This is an optimization exercise on Yosys and OpenROAD, whose aim is small area and a short achievable clock period, not a production implementation. Only simulation tests tie the RTL to the original design; equivalence was not proved.

==> flow/design.v, too long to show whole: its modules and the start of the top module <==
// module wcopy: 7 lines
// module systolic_array: 1232 lines
module systolic_array #(
    parameter M           = 5,
    parameter N           = 3,
    parameter K           = 4,
    parameter DATA_WIDTH  = 32
) (
    input clk,
    input rst_n,
    input [DATA_WIDTH*M-1:0] X,
    input [DATA_WIDTH*K-1:0] W,
    output reg [DATA_WIDTH*M*K-1:0] Y,
    output done
);
  // ...
==> flow/flow/run.sh <==
#!/bin/bash
# The standard layout with two changes:
#  - input and output ports are buffered with plain buffers (buf_1) instead
#    of the delay cells buffer_ports picks by default;
#  - after the standard synthesis, fa_polarity.py complements some full
#    adders (a full adder is self-dual) so that fewer inverters are needed
#    between them; registers and all other cells are unchanged.
set -euo pipefail
export BUFFER_PORTS_ARGS="-buffer_cell sky130_fd_sc_hd__buf_1"
RES=orfs/results/${FLOW_PLATFORM}/systolic_array/base
bash standard.sh synth > make_synth.log 2>&1
python3 flow/fa_polarity.py $RES/1_2_yosys.v $RES/1_2_yosys.pol.v > fa_polarity.log 2>&1
cp $RES/1_2_yosys.v 1_2_yosys.standard.v
mv $RES/1_2_yosys.pol.v $RES/1_2_yosys.v
rm -f $RES/1_synth.odb $RES/1_synth.sdc
bash standard.sh > make_layout.log 2>&1
==> flow/flow/fa_polarity.py <==
#!/usr/bin/env python3
"""Remove inverters around full adders in a mapped netlist.

A full adder is self-dual: complementing its three inputs complements both
outputs.  This script chooses, for each sky130 fa cell, whether to use it in
complemented form so that as few inverters as possible are needed, removes
the netlist's inverters (inv/clkinv) and inserts one inverter per net that
still needs a complemented copy.  Registers, ports and every other cell are
left as they are; the netlist computes the same function.

usage: fa_polarity.py IN.v OUT.v
"""
import re, sys, random, collections

src = open(sys.argv[1]).read()
cell_re = re.compile(r'^(\s*)(sky130_fd_sc_hd__\w+)\s+(\S+)\s*\((.*?)\);\s*$', re.S | re.M)
pin_re = re.compile(r'\.(\w+)\(([^()]*)\)')
OUTPINS = {'X', 'Y', 'Q', 'Q_N', 'SUM', 'COUT', 'HI', 'LO'}

m = re.search(r'^\s*module\s+(\w+)\s*\(([^)]*)\);', src, re.M)
ports = set(p.strip() for p in m.group(2).split(','))
def is_port_net(n):
    base = n.split('[')[0].strip()
    return base in ports

cells = []   # [typ, name, pins(dict pin->net), span]
for mm in cell_re.finditer(src):
    typ = mm.group(2).split('__')[1]
    pins = {p: n.strip() for p, n in pin_re.findall(mm.group(4))}
    cells.append([typ, mm.group(3), pins, mm.span()])

def is_inv(t): return re.match(r'(clk)?inv_\d+$', t) is not None
def is_fa(t): return re.match(r'fa_\d+$', t) is not None

drv = {}
for i, (t, n, pins, _) in enumerate(cells):
    for p, net in pins.items():
        if p in OUTPINS:
            drv[net] = i
# inverters we may remove: those whose output is not a port
removable = set()
for i, (t, n, pins, _) in enumerate(cells):
    if is_inv(t) and not is_port_net(pins['Y']):
        removable.add(i)

def source(net):
    par = 0
    seen = 0
    while net in drv and drv[net] in removable:
        par ^= 1
        net = cells[drv[net]][2]['A']
        seen += 1
        assert seen < 100
    return net, par

# every input pin of a kept cell: (cell, pin, source net, parity)
uses = []
for i, (t, n, pins, _) in enumerate(cells):
    if i in removable:
        continue
    for p, net in pins.items():
        if p in OUTPINS:
            continue
        if not (net.startswith('_') or net.startswith('\\') or re.match(r'[A-Za-z]', net)):
            continue  # constants
        s, par = source(net)
        uses.append((i, p, s, par))

fas = [i for i, c in enumerate(cells) if is_fa(c[0])]
flip = collections.defaultdict(int)
bysrc = collections.defaultdict(list)
for u in uses:
    bysrc[u[2]].append(u)

def netcost(s):
    d = drv.get(s)
    fd = flip[d] if d is not None else 0
    need1 = any(par ^ fd ^ flip[i] for (i, p, _, par) in bysrc[s])
    return 1 if need1 else 0

famnets = collections.defaultdict(set)
for s, us in bysrc.items():
    d = drv.get(s)
    if d is not None and is_fa(cells[d][0]):
        famnets[d].add(s)
    for (i, p, _, par) in us:
        if is_fa(cells[i][0]):
            famnets[i].add(s)

def total():
    return sum(netcost(s) for s in bysrc)

before = total()
rng = random.Random(1)
best = before
order = list(fas)
for rnd in range(40):
    rng.shuffle(order)
    changed = False
    for f in order:
        nets = famnets[f]
        b = sum(netcost(s) for s in nets)
        flip[f] ^= 1
        a = sum(netcost(s) for s in nets)
        if a < b or (a == b and rng.random() < 0.3):
            changed = changed or a < b
        else:
            flip[f] ^= 1
    cur = total()
    if cur < best:
        best = cur
        bestflip = dict(flip)
    if rnd > 10 and not changed:
        break
if best < before:
    flip = collections.defaultdict(int, bestflip)
else:
    flip = collections.defaultdict(int)
after = total()

# rewrite
newinv = {}
newwires = []
def inverted(s):
    if s not in newinv:
        k = len(newinv)
        w = f"_polinv{k}_"
        newinv[s] = w
        newwires.append(w)
    return newinv[s]

out_cells = {}
for i, (t, n, pins, span) in enumerate(cells):
    if i in removable:
        out_cells[i] = None
        continue
    np = dict(pins)
    for p, net in pins.items():
        if p in OUTPINS:
            continue
    out_cells[i] = np
for (i, p, s, par) in uses:
    d = drv.get(s)
    fd = flip[d] if d is not None else 0
    need = par ^ fd ^ flip[i]
    out_cells[i][p] = inverted(s) if need else s

def esc(v):
    return v + " " if v.startswith("\\") else v

def fmt(t, n, pins, indent):
    body = ",\n".join(f"{indent}  .{p}({esc(v)})" for p, v in pins.items())
    return f"{indent}sky130_fd_sc_hd__{t} {n} (\n{body}\n{indent});"

pieces = []
last = 0
for i, (t, n, pins, span) in enumerate(cells):
    pieces.append(src[last:span[0]])
    last = span[1]
    if out_cells[i] is None:
        continue
    # keep original formatting of the instance, only pin values change
    indent = re.match(r'\s*', src[span[0]:span[1]]).group(0).lstrip('\n')
    pieces.append("\n" + fmt(t, n, out_cells[i], indent if indent else "  "))
pieces.append(src[last:])
text = "".join(pieces)
# declarations and new inverters
decl = "".join(f"  wire {w};\n" for w in newwires)
insts = "".join(f"  sky130_fd_sc_hd__inv_1 _polinvc{k}_ (\n    .A({esc(s)}),\n    .Y({w})\n  );\n"
                for k, (s, w) in enumerate(newinv.items()))
pos = text.rfind("endmodule")
text = text[:pos] + insts + text[pos:]
# wires right after the module's port list declarations: before first cell
first = cell_re.search(text).start()
text = text[:first] + "\n" + decl + text[first:]
open(sys.argv[2], "w").write(text)
print(f"fa_polarity: {len(fas)} full adders, {sum(flip.values())} complemented; "
      f"inverters {len(removable)} removable -> {len(newinv)} inserted (cost before flips {before})",
      file=sys.stderr)
==> flow/standard.sh <==
#!/bin/bash
# synth_recipe.tcl (not shown) runs the flow's synth.tcl, then flattens the netlist and writes it again
# the make line also repeats each setting of config.mk as NAME=value (left out here)
make -C /OpenROAD-flow-scripts/flow DESIGN_CONFIG=/design/flow/config.mk WORK_HOME=/design/flow/orfs CLKGATE_MAP_FILE= SYNTH_SCRIPT=/design/flow/synth_recipe.tcl "${@:-finish}"
==> flow/config.mk <==
export PLATFORM = sky130hd
export DESIGN_NAME = systolic_array
export DESIGN_NICKNAME = systolic_array
export VERILOG_FILES = /design/flow/design.v
export SDC_FILE = /design/flow/constraint.sdc
export NUM_CORES = 8
export LEC_CHECK = 0
export ABC_AREA = 1
export CAP_MARGIN = 20
export CORE_MARGIN = 2
export CORE_UTILIZATION = 60
export CTS_CLUSTER_DIAMETER = 150
export CTS_CLUSTER_SIZE = 20
export PLACE_DENSITY = 0.7
export SETUP_SLACK_MARGIN = 5
export SLEW_MARGIN = 20
export SYNTH_HIERARCHICAL = 1
==> flow/constraint.sdc <==
create_clock -name core_clock -period 8.5 [get_ports {clk}]
set_input_delay 1.7000 -clock core_clock [delete_from_list [all_inputs] [get_ports {clk}]]
set_output_delay 1.7000 -clock core_clock [all_outputs]
set_load 0.01 [all_outputs]
==> results_dict.tcl, run 1 <==
set metrics [dict create \
    multi_input_comb_cells 8633 \
    wl_met3_um 58120 \
    top_usage_layer "met2" \
    num_vias 105188 \
    r2r_end "Y[316]" \
    signal_buffer_area_fraction_pct 5.588 \
    endpoint_kind "register" \
    cts_setup_buffers 189 \
    hold_slack_ns 0.3168 \
    drc 0 \
    final_antenna_net_count 0 \
    wirelength_um 497200 \
    fmax_ghz 0.2794 \
    grt_use_met2_pct 68.35 \
    dieArea_um2 215500 \
    relSlewSlack_pct 9.300 \
    status "complete, no violations" \
    row_count 168 \
    syn_inst 13314 \
    nFlopsAndLatches 2207 \
    startpoint_type "register" \
    die_x_um 464.2 \
    cp.buffers_inverters 1 \
    rrSetupSlack_ns 4.92 \
    antenna-diode-count 51 \
    boundaryPins 931 \
    largestRegisters "Y x640, wq x288" \
    cpPeakStageDelay_ns 0.57 \
    core_um2 210000 \
    layout.cells.non_filler 17225 \
    required_ns 9.09 \
    syn_area_um2 127100 \
    cts_buffers 120 \
    grt_pass1_wl_um 705900 \
    period_minus_slack_ns 3.579 \
]
==> run 2, diff against run 1 <==
--- a/flow/config.mk
+++ b/flow/config.mk
@@ -8,10 +8,10 @@
 export ABC_AREA = 1
 export CAP_MARGIN = 20
 export CORE_MARGIN = 2
-export CORE_UTILIZATION = 60
+export CORE_UTILIZATION = 62
 export CTS_CLUSTER_DIAMETER = 150
 export CTS_CLUSTER_SIZE = 20
-export PLACE_DENSITY = 0.7
+export PLACE_DENSITY = 0.75
 export SETUP_SLACK_MARGIN = 5
 export SLEW_MARGIN = 20
 export SYNTH_HIERARCHICAL = 1
==> run 2 against run 1 <==
  * Core utilization up 2.2 points
  * Wire length up 4.1%
  * Register-to-register slack worse by 0.04 ns
  * Die area down 3.2%
  * Synthesized area unchanged
  * Via count up 2.8%
  * Final cell count down 0.51%
==> results_dict.tcl, run 2 <==
set metrics [dict create \
    status "complete, no violations" \
    boundaryPins 931 \
    dieArea_um2 208600 \
    clock-root-buffer "clkbuf_16" \
    cpPeakStageDelay_ns 0.95 \
    start_util_pct 62.23 \
    die_x_um 456.7 \
    cts_max_level 3 \
    nFillCells 15353 \
    syn_inst 13314 \
    clk_pin_slew_ns 0.10 \
    startpoint_type "register" \
    ys_warn_count 9 \
    skew_ns 0.08722 \
    r2r_start "wy[3]" \
    synthesis.nets 15048 \
    largest_reg_flops 640 \
    fmax_ghz 0.2763 \
    cp.buffers_inverters 2 \
    cts_buffers 120 \
    io_buffer_count 930 \
    clkLatencyLatePin_ns 0.88 \
    required_ns 9.19 \
    endpoint_kind "register" \
    row_count 166 \
    nets 16041 \
    period_minus_slack_ns 3.619 \
    largest_register "Y" \
    maxCapViolations 0 \
    cts_hold_buf 0 \
    crit_type "reg2reg" \
    grtUsageTotal_pct 48.07 \
    crit_chain "inv_6, buf_4, nand2_1, nand2_1" \
    layout.cells.non_filler 17138 \
    hold_class "reg2reg" \
    largestRegisters "Y x640, wq x288" \
    top_usage_layer "met2" \
    cts_buffer_depth 3 \
    place_congestion 1.061 \
    dp.cells 16469 \
    grt_max_degree 98 \
    worstMarginPinSlew_ns 1.303 \
    grt_overflow 0 \
    register_area_um2 50840 \
    grt_use_met3_pct 15.65 \
    startpoint "wy[3]" \
    syn_to_final_growth_pct 12.29 \
    worstPathMaxFanout 58 \
    hpwl_um 372300 \
    cp.arrival_ns 4.31 \
    placed_cell_area_um2 133000 \
    dr.first_iter.drc_count 15910 \
    wirelength_um 517700 \
    antenna_found_initial 49 \
    finalSetupViolCount 0 \
    grt_pass1_vias 106023 \
    timing_hold_violations_final 0 \
    pre_cts_slack_ns 3.798 \
    final_antenna_net_count 0 \
    relSlewSlack_pct 13.14 \
    die_y_um 456.7 \
    grt_pass1_wl_um 726400 \
    rsz0062_at_grt "true" \
    vias_per_cell 6.308 \
    grt_use_met2_pct 71.12 \
    hp-start "wq[6][12]" \
    worst_path_max_delay_cell "buf_4" \
    num_vias 108100 \
    multi_input_area_um2 68830 \
    path_delay_family "buffers and inverters" \
    cts_tree "built" \
    met1_usage_pct 57.26 \
    crit_top_cell "nand2_1" \
    setup_slack_ns 4.881 \
    drc 0 \
    syn_area_um2 127100 \
    syn_area_per_cell_um2 9.543 \
    post-route-util_pct 69.88 \
    timing.final.crit_share_pct 42.58 \
    fin_setup_tns_ns 0 \
    firstDrtPassIters 10 \
    core_um2 204200 \
    final_cell_area_um2 142700 \
    wl_per_cell_um 30.21 \
    hold_slack_ns 0.2818 \
    drv_slew 0 \
    layout_commonest_cell "nand2_1" \
    cts_sinks 2207 \
    drive_gt1_share_pct 9.968 \
    layout_common_cells "nand2_1, inv_1, dfxtp_1, xor2_1, o22ai_1" \
]
run 2: final cells by class:
type / instances / share of cell area (%)
well taps: 2688 / 2.357
clock buffers: 206 / 2.346
clock inverters: 5 / 0.08069
multi-input cells: 8634 / 48.25
repair buffers: 1504 / 5.990
inverters: 1812 / 5.147
repair inverters: 28 / 0.09998
diodes: 54 / 0.09472
flip-flops and latches: 2207 / 35.64
run 2: layer usage:
metal | wire, um | part of all wire, %
met1 | 170700 | 33
met2 | 220700 | 43
met3 | 72190 | 14
met4 | 54000 | 10
met5 | 115 | 0.022
run 2: final timing paths:
check	endpoint	slack, ns	cells past startpoint
min in group asynchronous	wy[0]	1.02	1
min	wq[5][12]	0.28	0
max in group asynchronous	clr[0]	6.71	1
max reg2reg	Y[610]	4.88	4
max	Y[610]	4.88	4
min reg2reg	wq[5][12]	0.28	0
run 2: timing repair:
item | CTS | global route
gates cloned | 31 | 9
resized for setup | 324 | 418
endpoints found under the setup margin | 918 | 489
setup buffers | 171 | 189
pin swaps | 7 | 60
==> run 3, diff against run 2 <==
--- a/flow/config.mk
+++ b/flow/config.mk
@@ -8,10 +8,10 @@
 export ABC_AREA = 1
 export CAP_MARGIN = 20
 export CORE_MARGIN = 2
-export CORE_UTILIZATION = 62
+export CORE_UTILIZATION = 55
 export CTS_CLUSTER_DIAMETER = 150
 export CTS_CLUSTER_SIZE = 20
-export PLACE_DENSITY = 0.75
+export PLACE_DENSITY = 0.65
 export SETUP_SLACK_MARGIN = 5
 export SLEW_MARGIN = 20
 export SYNTH_HIERARCHICAL = 1
==> run 3 against run 2 <==
  * Non-clock buffer count fell by 91
  * Wire length down 2.3%
  * Critical path depth grew 8
  * Flip-flop and latch count unchanged
  * Final cell count rose by 1.6%
  * Largest cell class unchanged
==> results_dict.tcl, run 3 <==
set metrics [dict create \
    status "complete, no violations" \
    drv_slew 0 \
    start_util_pct 55.26 \
    min_to "wq[4][22]" \
    timing_hold_violations_final 0 \
    grt_pass1_wl_um 715600 \
    finalSetupViolCount 0 \
    crit_chain "fa_1, fa_1, ha_1, nand2_1, inv_1, a21oi_2, nand2_2, nand2_1, nand2_1, xor2_2, nand2_1, o21ai_0" \
    r2r_start "row[1].ra_6_0" \
    cpPeakStageDelay_ns 0.63 \
    maxCapViolations 0 \
    firstDrtPassIters 8 \
    hpwl_um 364300 \
    grt_max_degree 162 \
    min_path_cells 0 \
    relSlewSlack_pct 10.21 \
    dieArea_um2 234900 \
    fin_setup_tns_ns 0 \
    syn_to_final_growth_pct 11.84 \
    final_cell_area_um2 142100 \
    wl_per_cell_um 29.06 \
    cts_sinks 2207 \
    largestRegisters "Y x640, wq x288" \
    boundaryPins 931 \
    required_ns 9.18 \
    ys_warn_count 9 \
    startpoint_type "register" \
    largest_register "Y" \
    placed_cell_area_um2 133400 \
    largest_reg_flops 640 \
    endpoint_kind "register" \
    grtUsageTotal_pct 41.94 \
    die_x_um 484.6 \
    num_vias 103913 \
    drc 0 \
    cts_tree "built" \
    grt_pass1_vias 102876 \
    io_buffer_count 930 \
    final_antenna_net_count 0 \
    drive_gt1_share_pct 9.290 \
    rrSetupSlack_ns 4.99 \
    layout_commonest_cell "nand2_1" \
    worst_path_max_delay_cell "xor2_2" \
    clock-root-buffer "clkbuf_16" \
    dr.first_iter.drc_count 12030 \
    hold_class "reg2reg" \
    pre_cts_slack_ns 3.616 \
    worstMarginPinSlew_ns 1.347 \
    antenna_found_initial 56 \
    fmax_ghz 0.2850 \
    die_y_um 484.6 \
    syn_area_per_cell_um2 9.543 \
    hp-start "wq[5][22]" \
    cp.arrival_ns 4.19 \
    syn_inst 13314 \
    r2r_cells 12 \
    cts_buffers 120 \
    skew_ns 0.1053 \
    syn_area_um2 127100 \
    cts_buffer_depth 3 \
    crit_top_cell "nand2_1" \
    row_count 176 \
    crit_type "reg2reg" \
    wirelength_um 505700 \
    r2r_end "Y[235]" \
    setup_slack_ns 4.991 \
    worstPathMaxFanout 5 \
    clkLatencyLatePin_ns 0.91 \
    rsz0062_at_grt "true" \
    clk_pin_slew_ns 0.09 \
    vias_per_cell 5.971 \
    period_minus_slack_ns 3.509 \
    timing.final.crit_share_pct 41.28 \
    grt_overflow 0 \
    cts_max_level 3 \
    layout_common_cells "nand2_1, inv_1, dfxtp_1, xor2_1, o22ai_1" \
    nets 15961 \
    core_um2 229900 \
    synthesis.nets 15048 \
    place_congestion 0.9879 \
]
-- run 3: cell types whose count changed in the layout (fill, tap and decap cells not counted), sizes merged --
cell	delta
buf	-87
clkinvlp	+32
inv	-23
clkbuf	-8
diode	+8
clkinv	+7
nor2	-1
-- run 3: per-layer routing --
metal	GRT usage, %	part of all wire (%)	wire, um
met5	0	0.034	174
met1	51.34	36	183500
met3	10.97	11	53750
met2	64.72	44	224700
met4	29.50	8.6	43540
-- run 3: worst max path at each step --
stage	startpoint	cells after the start	to
6_report	row[1].ra_6_0	12	Y[235]
5_1_grt	row[2].wc.q[15]	8	row[2].ra_28_3
4_1_cts	row[0].ra_13_0	12	Y[112]
3_5_place_dp	clr[0]	8	row[1].ra_29_3
3_3_place_gp	clr[0]	8	row[0].ra_26_3
2_1_floorplan	row[3].etwo[1]	10	row[3].ra_25_3
-- run 3: stage by stage --
stage / instances / utilization [%] / hold slack, ns
3_5_place_dp: 16795 / 58.01 / 0.3121
3_3_place_gp: 16793 / 57.98 / 0.3096
4_1_cts: 17224 / 60.72 / 0.2812
2_1_floorplan: 13314 / - / 0.3096
5_1_grt: 17355 / 61.76 / 0.2998
6_report: 17404 / 61.81 / 0.2789
-- run 3: timing repair --
action	in CTS	in global routing
hold buffers	0	0
setup buffers	176	111
gates cloned	42	5
resized for setup	311	361
setup endpoints to repair	704	376
pin swaps	2	21
-- run 3: layout make-up --
cell class	count	area, um2
fill	19712	87800
multi-input combinational	8633	68450
sequential	2207	50820
timing repair buffer	1413	7729
inverter	1812	7426
tap	3026	3786
clock buffer	202	3311
clock inverter	9	214.0
timing repair inverter	40	207.7
antenna	62	155.1
-- run 3: worst max-delay path, delay by kind of cell (launching register included) --
family                     cells  cell delay, ns
adders and majority gates      3            1.43
AOI/OAI and AO/OA              2            0.25
xor gates and xnor gates       1            0.63
buffers and inverters          1            0.08
DFF                            1            0.33
and+or+nand+nor                5            0.59
==> run 4, diff against run 3 <==
--- a/flow/config.mk
+++ b/flow/config.mk
@@ -8,10 +8,10 @@
 export ABC_AREA = 1
 export CAP_MARGIN = 20
 export CORE_MARGIN = 2
-export CORE_UTILIZATION = 55
+export CORE_UTILIZATION = 50
 export CTS_CLUSTER_DIAMETER = 150
 export CTS_CLUSTER_SIZE = 20
-export PLACE_DENSITY = 0.65
+export PLACE_DENSITY = 0.6
 export SETUP_SLACK_MARGIN = 5
 export SLEW_MARGIN = 20
 export SYNTH_HIERARCHICAL = 1
==> run 4 against run 3 <==
  * Worst hold slack improved by 0.020 ns
  * Wire length increased by 2.6%
  * Design area rose by 0.53%
  * Critical path depth decreased by 11
  * Global-route usage shrank 2.6 points
==> results_dict.tcl, run 4 <==
set metrics [dict create \
    status "complete, no violations" \
    largestRegisters "Y x640, wq x288" \
    clk_pin_slew_ns 0.09 \
    skew_ns 0.1111 \
    die_y_um 508.1 \
    die_x_um 508.1 \
    relSlewSlack_pct 18.99 \
    cp.buffers_inverters 1 \
    largest_reg_flops 640 \
    timing_hold_violations_final 0 \
    grt_max_degree 130 \
    antenna_found_initial 52 \
    worst_path_max_delay_cell "buf_1" \
    period_minus_slack_ns 3.516 \
    dr.first_iter.drc_count 11296 \
    worstMarginPinSlew_ns 1.215 \
    wirelength_um 519000 \
    num_vias 102613 \
    rsz0062_at_grt "true" \
    hp-start "wq[3][6]" \
    cts_hold_buf 0 \
    layout_commonest_cell "nand2_1" \
    largest_register "Y" \
    grt_use_met2_pct 61.45 \
    min_path_cells 0 \
    clock-root-buffer "clkbuf_16" \
    r2r_cells 10 \
    cts_buffer_depth 3 \
    firstDrtPassIters 8 \
    drive_gt1_share_pct 9.772 \
    io_buffer_count 930 \
    grtUsageTotal_pct 39.35 \
    worstPathMaxFanout 2 \
    maxCapViolations 0 \
    fin_setup_tns_ns 0 \
    grt_overflow 0 \
    met1_usage_pct 49.85 \
    syn_area_um2 127100 \
    cpPeakStageDelay_ns 0.56 \
    startpoint "Y[325]" \
    hold_class "reg2reg" \
    cts_max_level 3 \
    cp.arrival_ns 1.82 \
    core_um2 253500 \
    crit_type "reg2out" \
    boundaryPins 931 \
    endpoint_kind "output port" \
    drc 0 \
    timing.final.crit_share_pct 41.36 \
    hpwl_um 381000 \
    top_usage_layer "met2" \
    wl_per_cell_um 29.22 \
    dieArea_um2 258200 \
    syn_to_final_growth_pct 12.43 \
    vias_per_cell 5.777 \
    grt_pass1_vias 101789 \
    path_delay_family "buffers and inverters" \
    finalSetupViolCount 0 \
    cts_tree "built" \
    startpoint_type "register" \
    cts_buffers 120 \
    place_congestion 0.9824 \
    clkLatencyLatePin_ns 0.89 \
    final_antenna_net_count 0 \
    crit_chain "buf_1" \
    layout_common_cells "nand2_1, inv_1, dfxtp_1, xor2_1, o22ai_1" \
    drv_slew 0 \
    synthesis.nets 15048 \
    fmax_ghz 0.2844 \
    grt_pass1_wl_um 731400 \
    row_count 185 \
    cp_num_cells 1 \
    nets 16005 \
    grt_use_met3_pct 8.396 \
    cts_sinks 2207 \
    ys_warn_count 9 \
    syn_area_per_cell_um2 9.543 \
    required_ns 6.80 \
    r2r_start "row[0].ra_19_0" \
    syn_inst 13314 \
    start_util_pct 50.13 \
]
[run 4: final timing paths]
path	end	slack, ns
worst max-delay path	Y[325]	4.98
worst min-delay path	wq[2][6]	0.30
worst max register to register	Y[28]	4.99
worst min register to register	wq[2][6]	0.30
max in group asynchronous	clr[0]	7.22
min in group asynchronous	wy[0]	0.82
[run 4: through the flow]
stage | hold slack [ns] | util [%] | area, um2 | std cells | setup slack (ns)
finish | 0.2987 | 56.36 | 142900 | 17762 | 4.984
CTS | 0.3028 | 55.40 | 140400 | 17599 | 4.886
detailed placement | 0.3121 | 52.81 | 133900 | 17148 | 3.879
global route | 0.3217 | 56.33 | 142800 | 17736 | 4.926
floorplan | 0.3096 | - | 127100 | 13314 | 5.108
global placement | 0.3096 | 52.81 | 133800 | 17148 | 3.925
[run 4: layout make-up]
type	instances	area, um2
clock inverters	8	145.1
diodes	38	95.09
clock buffers	201	3349
well taps	3366	4212
repair buffers	1459	8024
fillers	23013	110600
inverters	1812	7413
repair inverters	37	185.2
multi-input cells	8634	68600
flip-flops and latches	2207	50830
[run 4: per-layer routing]
layer	vias up	wire [um]
met5	-	230
met3	1311	48400
met1	50977	197700
li1	44620	-
met4	34	39670
met2	5671	233000
[run 4: repair_timing]
| action | 4_1_cts | 5_1_grt |
|---|---|---|
| hold endpoints to repair | 0 | 0 |
| pin swaps | 7 | 28 |
| setup buffers | 203 | 119 |
| gates cloned | 39 | 4 |
| setup endpoints to repair | 628 | 465 |
| resized for setup | 332 | 367 |
==> run 5, diff against run 4 <==
--- a/flow/config.mk
+++ b/flow/config.mk
@@ -8,10 +8,10 @@
 export ABC_AREA = 1
 export CAP_MARGIN = 20
 export CORE_MARGIN = 2
-export CORE_UTILIZATION = 50
+export CORE_UTILIZATION = 45
 export CTS_CLUSTER_DIAMETER = 150
 export CTS_CLUSTER_SIZE = 20
-export PLACE_DENSITY = 0.6
+export PLACE_DENSITY = 0.55
 export SETUP_SLACK_MARGIN = 5
 export SLEW_MARGIN = 20
 export SYNTH_HIERARCHICAL = 1
==> run 5 against run 4 <==
  * Fmax is 0.15% higher
  * Via count is 0.42% lower
  * Critical path type is now reg2reg
  * Critical path depth is 6 higher
  * Core utilization is 5.3 points lower
  * Flip-flop and latch count stayed put
==> results_dict.tcl, run 5 <==
set metrics [dict create \
    cts_sinks 2207 \
    status "complete, no violations" \
    ys_warn_count 9 \
    timing.final.crit_share_pct 41.30 \
    core_um2 281600 \
    largest_reg_flops 640 \
    worstPathMaxFanout 10 \
    grt_max_degree 115 \
    maxCapViolations 0 \
    fin_setup_tns_ns 0 \
    die_y_um 535.4 \
    cts_tree "built" \
    dr.first_iter.drc_count 10740 \
    row_count 195 \
    drc 0 \
    period_minus_slack_ns 3.511 \
    start_util_pct 45.13 \
    timing_hold_violations_final 0 \
    rsz0062_at_grt "true" \
    io_buffer_count 930 \
    syn_area_per_cell_um2 9.543 \
    hpwl_um 389400 \
    required_ns 9.31 \
    grt_overflow 0 \
    wirelength_um 529400 \
    endpoint_kind "register" \
    nets 16024 \
    relSlewSlack_pct 14.51 \
    firstDrtPassIters 6 \
    startpoint_type "register" \
    syn_inst 13314 \
    syn_to_final_growth_pct 13.20 \
    grt_pass1_wl_um 740800 \
    vias_per_cell 5.627 \
    skew_ns 0.07720 \
    drv_slew 0 \
    drive_gt1_share_pct 9.903 \
    die_x_um 535.4 \
    cts_max_level 3 \
    place_congestion 0.9996 \
    finalSetupViolCount 0 \
    fmax_ghz 0.2849 \
    cts_buffers 124 \
    clock-root-buffer "clkbuf_16" \
    grtUsageTotal_pct 35.88 \
    crit_type "reg2reg" \
    hold_class "reg2reg" \
    clk_pin_slew_ns 0.11 \
    syn_area_um2 127100 \
    largestRegisters "Y x640, wq x288" \
    largest_register "Y" \
    wl_per_cell_um 29.15 \
    antenna_found_initial 64 \
    dieArea_um2 286600 \
    final_antenna_net_count 0 \
    clkLatencyLatePin_ns 0.95 \
    layout_common_cells "nand2_1, inv_1, dfxtp_1, xor2_1, o22ai_1" \
    num_vias 102178 \
    worstMarginPinSlew_ns 1.278 \
    layout_commonest_cell "nand2_1" \
    grt_pass1_vias 101989 \
    cp.arrival_ns 4.32 \
    synthesis.nets 15048 \
    boundaryPins 931 \
    cts_buffer_depth 4 \
]
-- run 5: worst paths after layout --
check | startpoint | to | slack [ns] | cells after the start
max | row[4].wc.q[11] | row[4].ra_24_3 | 4.99 | 7
min | wq[3][20] | wq[2][20] | 0.31 | 0
max reg2reg | row[4].wc.q[11] | row[4].ra_24_3 | 4.99 | 7
min reg2reg | wq[3][20] | wq[2][20] | 0.31 | 0
max in group asynchronous | rst_n | wy[1] | 7.34 | 1
min in group asynchronous | rst_n | wy[0] | 0.73 | 1
-- run 5: final cells by class --
cell class	count	area, um2
repair buffers	1484	8518
clock inverters	2	25.02
diodes	46	115.1
multi-input cells	8632	68660
fillers	26603	137700
inverters	1812	7357
repair inverters	29	147.6
clock buffers	203	3463
flip-flops and latches	2207	50840
well taps	3743	4683
-- run 5: what timing repair did --
action / in CTS / in global routing
pin swaps: 5 / 26
cloned: 31 / 7
resized for setup: 352 / 392
endpoints found under the setup margin: 566 / 432
setup buffers: 218 / 105
hold buffers: 0 / 0
-- run 5: stage by stage --
stage               hold WS, ns  instance area, um2  cells  setup WS (ns)  util (%)
floorplan                0.3096              127100  13314          5.108         -
global placement         0.3096              134500  17543          4.317     47.77
detailed placement       0.3121              134500  17545          4.243     47.78
CTS                      0.3113              141300  17999          4.908     50.17
global route             0.3162              143700  18121          4.939     51.05
finish                   0.3101              143800  18158          4.989     51.08
-- run 5: critical path, stage by stage (launching register included) --
cell and delay (ns):
dfxtp_1 0.55, clkinvlp_2 0.65, o22ai_1 0.38, xor2_1 0.22, fa_1 0.52, inv_1 0.11
fa_1 0.44, fa_1 0.49
-- run 5: per-layer routing --
layer | wire, um | vias to the layer above | GRT usage [%]
met1 | 206200 | 50952 | 45.54
li1 | - | 44643 | -
met2 | 244200 | 5329 | 57.99
met3 | 44220 | 1210 | 6.918
met4 | 34430 | 44 | 19.05
met5 | 294 | - | 0
==> run 6, diff against run 5 <==
==> flow/flow/run.sh (replaced) <==
#!/bin/bash
# The standard layout with two changes:
#  - input and output ports are buffered with plain buffers (buf_2) instead
#    of the delay cells buffer_ports picks by default;
#  - after the standard synthesis, fa_polarity.py complements some full
#    adders (a full adder is self-dual) so that fewer inverters are needed
#    between them; registers and all other cells are unchanged.
set -euo pipefail
export BUFFER_PORTS_ARGS="-buffer_cell sky130_fd_sc_hd__buf_2"
RES=orfs/results/${FLOW_PLATFORM}/systolic_array/base
bash standard.sh synth > make_synth.log 2>&1
python3 flow/fa_polarity.py $RES/1_2_yosys.v $RES/1_2_yosys.pol.v > fa_polarity.log 2>&1
cp $RES/1_2_yosys.v 1_2_yosys.standard.v
mv $RES/1_2_yosys.pol.v $RES/1_2_yosys.v
rm -f $RES/1_synth.odb $RES/1_synth.sdc
bash standard.sh > make_layout.log 2>&1
--- a/flow/config.mk
+++ b/flow/config.mk
@@ -8,10 +8,10 @@
 export ABC_AREA = 1
 export CAP_MARGIN = 20
 export CORE_MARGIN = 2
-export CORE_UTILIZATION = 45
+export CORE_UTILIZATION = 60
 export CTS_CLUSTER_DIAMETER = 150
 export CTS_CLUSTER_SIZE = 20
-export PLACE_DENSITY = 0.55
+export PLACE_DENSITY = 0.7
 export SETUP_SLACK_MARGIN = 5
 export SLEW_MARGIN = 20
 export SYNTH_HIERARCHICAL = 1
==> run 6 against run 5 <==
  * Synthesized cell count stayed put
  * Final cell count shrank 5.1%
  * Design area shrank 0.33%
  * Wire length is 5.7% lower
  * Sequential share of layout area increased by 0.14 points
  * First-iteration DRC count grew 29%
  * Count of clock-buffer cells in the layout is 4 higher
  * Register-to-register slack got worse by 0.04 ns
  * Fmax fell by 1.1%
  * Global-route usage grew 9.4 points
  * Critical endpoint is now Y[287]
  * Largest cell class unchanged
==> results_dict.tcl, run 6 <==
set metrics [dict create \
    status "complete, no violations" \
    post-route-util_pct 68.26 \
    drv_slew 0 \
    core_um2 210000 \
    io_buffer_count 930 \
    skew_ns 0.06972 \
    register_area_um2 50880 \
    grt_overflow 0 \
    rsz0062_at_grt "true" \
    timing.final.crit_share_pct 41.76 \
    dr.first_iter.drc_count 13829 \
    r2r_cells 12 \
    hold_class "reg2reg" \
    die_x_um 464.2 \
    drive_gt1_share_pct 16.41 \
    timing_hold_violations_final 0 \
    clock-root-buffer "clkbuf_16" \
    startpoint_type "register" \
    place_congestion 1.032 \
    period_minus_slack_ns 3.549 \
    syn_area_per_cell_um2 9.543 \
    grt_pass1_vias 105232 \
    layout_common_cells "nand2_1, inv_1, dfxtp_1, xor2_1, o22ai_1" \
    endpoint_kind "register" \
    synthesis.nets 15048 \
    required_ns 9.07 \
    largest_reg_flops 640 \
    worstPathMaxFanout 4 \
    cp.arrival_ns 4.12 \
    cts_sinks 2207 \
    finalSetupViolCount 0 \
    clk_pin_slew_ns 0.10 \
    drc 0 \
    boundaryPins 931 \
    firstDrtPassIters 8 \
    syn_inst 13314 \
    row_count 168 \
    syn_to_final_growth_pct 12.82 \
    die_y_um 464.2 \
    fmax_ghz 0.2817 \
    cts_hold_buf 0 \
    dieArea_um2 215500 \
    nets 16019 \
    dp.cells 16550 \
    final_antenna_net_count 0 \
    layout.cells.non_filler 17223 \
    clkLatencyLatePin_ns 0.89 \
    cts_tree "built" \
    crit_type "reg2reg" \
    num_vias 105604 \
    grtUsageTotal_pct 45.25 \
    rrSetupSlack_ns 4.95 \
    grt_pass1_wl_um 711400 \
    ys_warn_count 9 \
    worstMarginPinSlew_ns 1.220 \
    syn_area_um2 127100 \
    nFillCells 16317 \
    layout_commonest_cell "nand2_1" \
    hpwl_um 362600 \
    maxCapViolations 0 \
    grt_max_degree 105 \
    cts_buffer_depth 3 \
    multi_input_area_um2 68550 \
    cts_max_level 3 \
    fin_setup_tns_ns 0 \
    largestRegisters "Y x640, wq x288" \
    wl_per_cell_um 29.00 \
    antenna_found_initial 53 \
    relSlewSlack_pct 18.64 \
    wirelength_um 499400 \
    start_util_pct 60.50 \
    largest_register "Y" \
    cts_buffers 120 \
    vias_per_cell 6.132 \
    min_path_cells 0 \
]
## run 6: timing repair
action / CTS / global route
gates cloned: 42 / 6
setup endpoints to repair: 437 / 442
resized for setup: 294 / 389
pin swaps: 2 / 28
buffers inserted: 235 / 134
## run 6: worst max-delay path, stage by stage, from the launching register on
cell and delay (ns):
dfxtp_1 0.33, fa_1 0.57, fa_1 0.43, ha_1 0.37
nand2_1 0.09, nand2_1 0.10, a21oi_1 0.19, nand2_2 0.21
nand2_1 0.12, nand2_1 0.14, nand2_2 0.21, nand3_1 0.18
and2_1 0.32
## run 6: layout make-up
cell class / instances / share of cell area (%)
tap: 2805 / 2.448
timing repair inverter: 44 / 0.1536
sequential: 2207 / 35.49
clock buffer: 207 / 2.352
inverter: 1812 / 5.195
antenna: 41 / 0.07158
multi-input combinational: 8632 / 47.83
timing repair buffer: 1468 / 6.366
clock inverter: 7 / 0.09340
## run 6: path summary, 6_finish.rpt
kind | start | endpoint
worst max-delay path | row[2].ra_6_0 | Y[287]
worst min-delay path | wq[5][25] | wq[4][25]
worst max register to register | row[2].ra_6_0 | Y[287]
worst min register to register | wq[5][25] | wq[4][25]
max in group asynchronous | rst_n | wy[1]
min in group asynchronous | rst_n | ld[2]
## run 6: stage by stage
| step | hold slack, ns | worst slack, ns | instance area, um2 |
|---|---|---|---|
| after detailed placement | 0.3121 | 3.893 | 134000 |
| after floorplan | 0.3096 | 5.108 | 127100 |
| after global routing | 0.3135 | 4.909 | 143300 |
| after global placement | 0.3096 | 3.979 | 134000 |
| after CTS | 0.3118 | 4.908 | 140600 |
| final | 0.3040 | 4.951 | 143300 |
## run 6: layer usage
layer	GRT usage, %	vias up	wire [um]
li1	-	44654	-
met1	54.73	51245	172300
met2	68.29	7651	217900
met3	12.30	2014	58960
met4	36.11	40	49890
met5	0	-	321

## static timing again, ports no longer ideal
No port has a modelled driver above. Below, the same layouts with a new extraction and two added sets of constraints. Step 1 sets driving cells, clkbuf_16 on the clock port and buf_2 on the other inputs (assumed; they add their load-dependent delay and slew). Step 2 times the ports against the registers' clock, not the clock port: input delays grow and output delays shrink by t, the midpoint of the rising clock arrivals with the driver on. Three values: ideal, step 1, step 2; two values: the first two.
run	shift t [ns]	setup slack, ns	pins driven straight from the clock port
run 1	0.939	4.921 / 4.921 / 4.921	1
run 2	0.908	4.881 / 4.881 / 4.881	1
run 3	0.941	4.991 / 4.908 / 4.991	1
run 4	0.916	4.984 / 4.905 / 4.993	1
run 5	0.994	4.989 / 4.966 / 4.989	1
run 6	0.933	4.951 / 4.900 / 4.951	1
After both steps setup and hold are still met in every run listed.
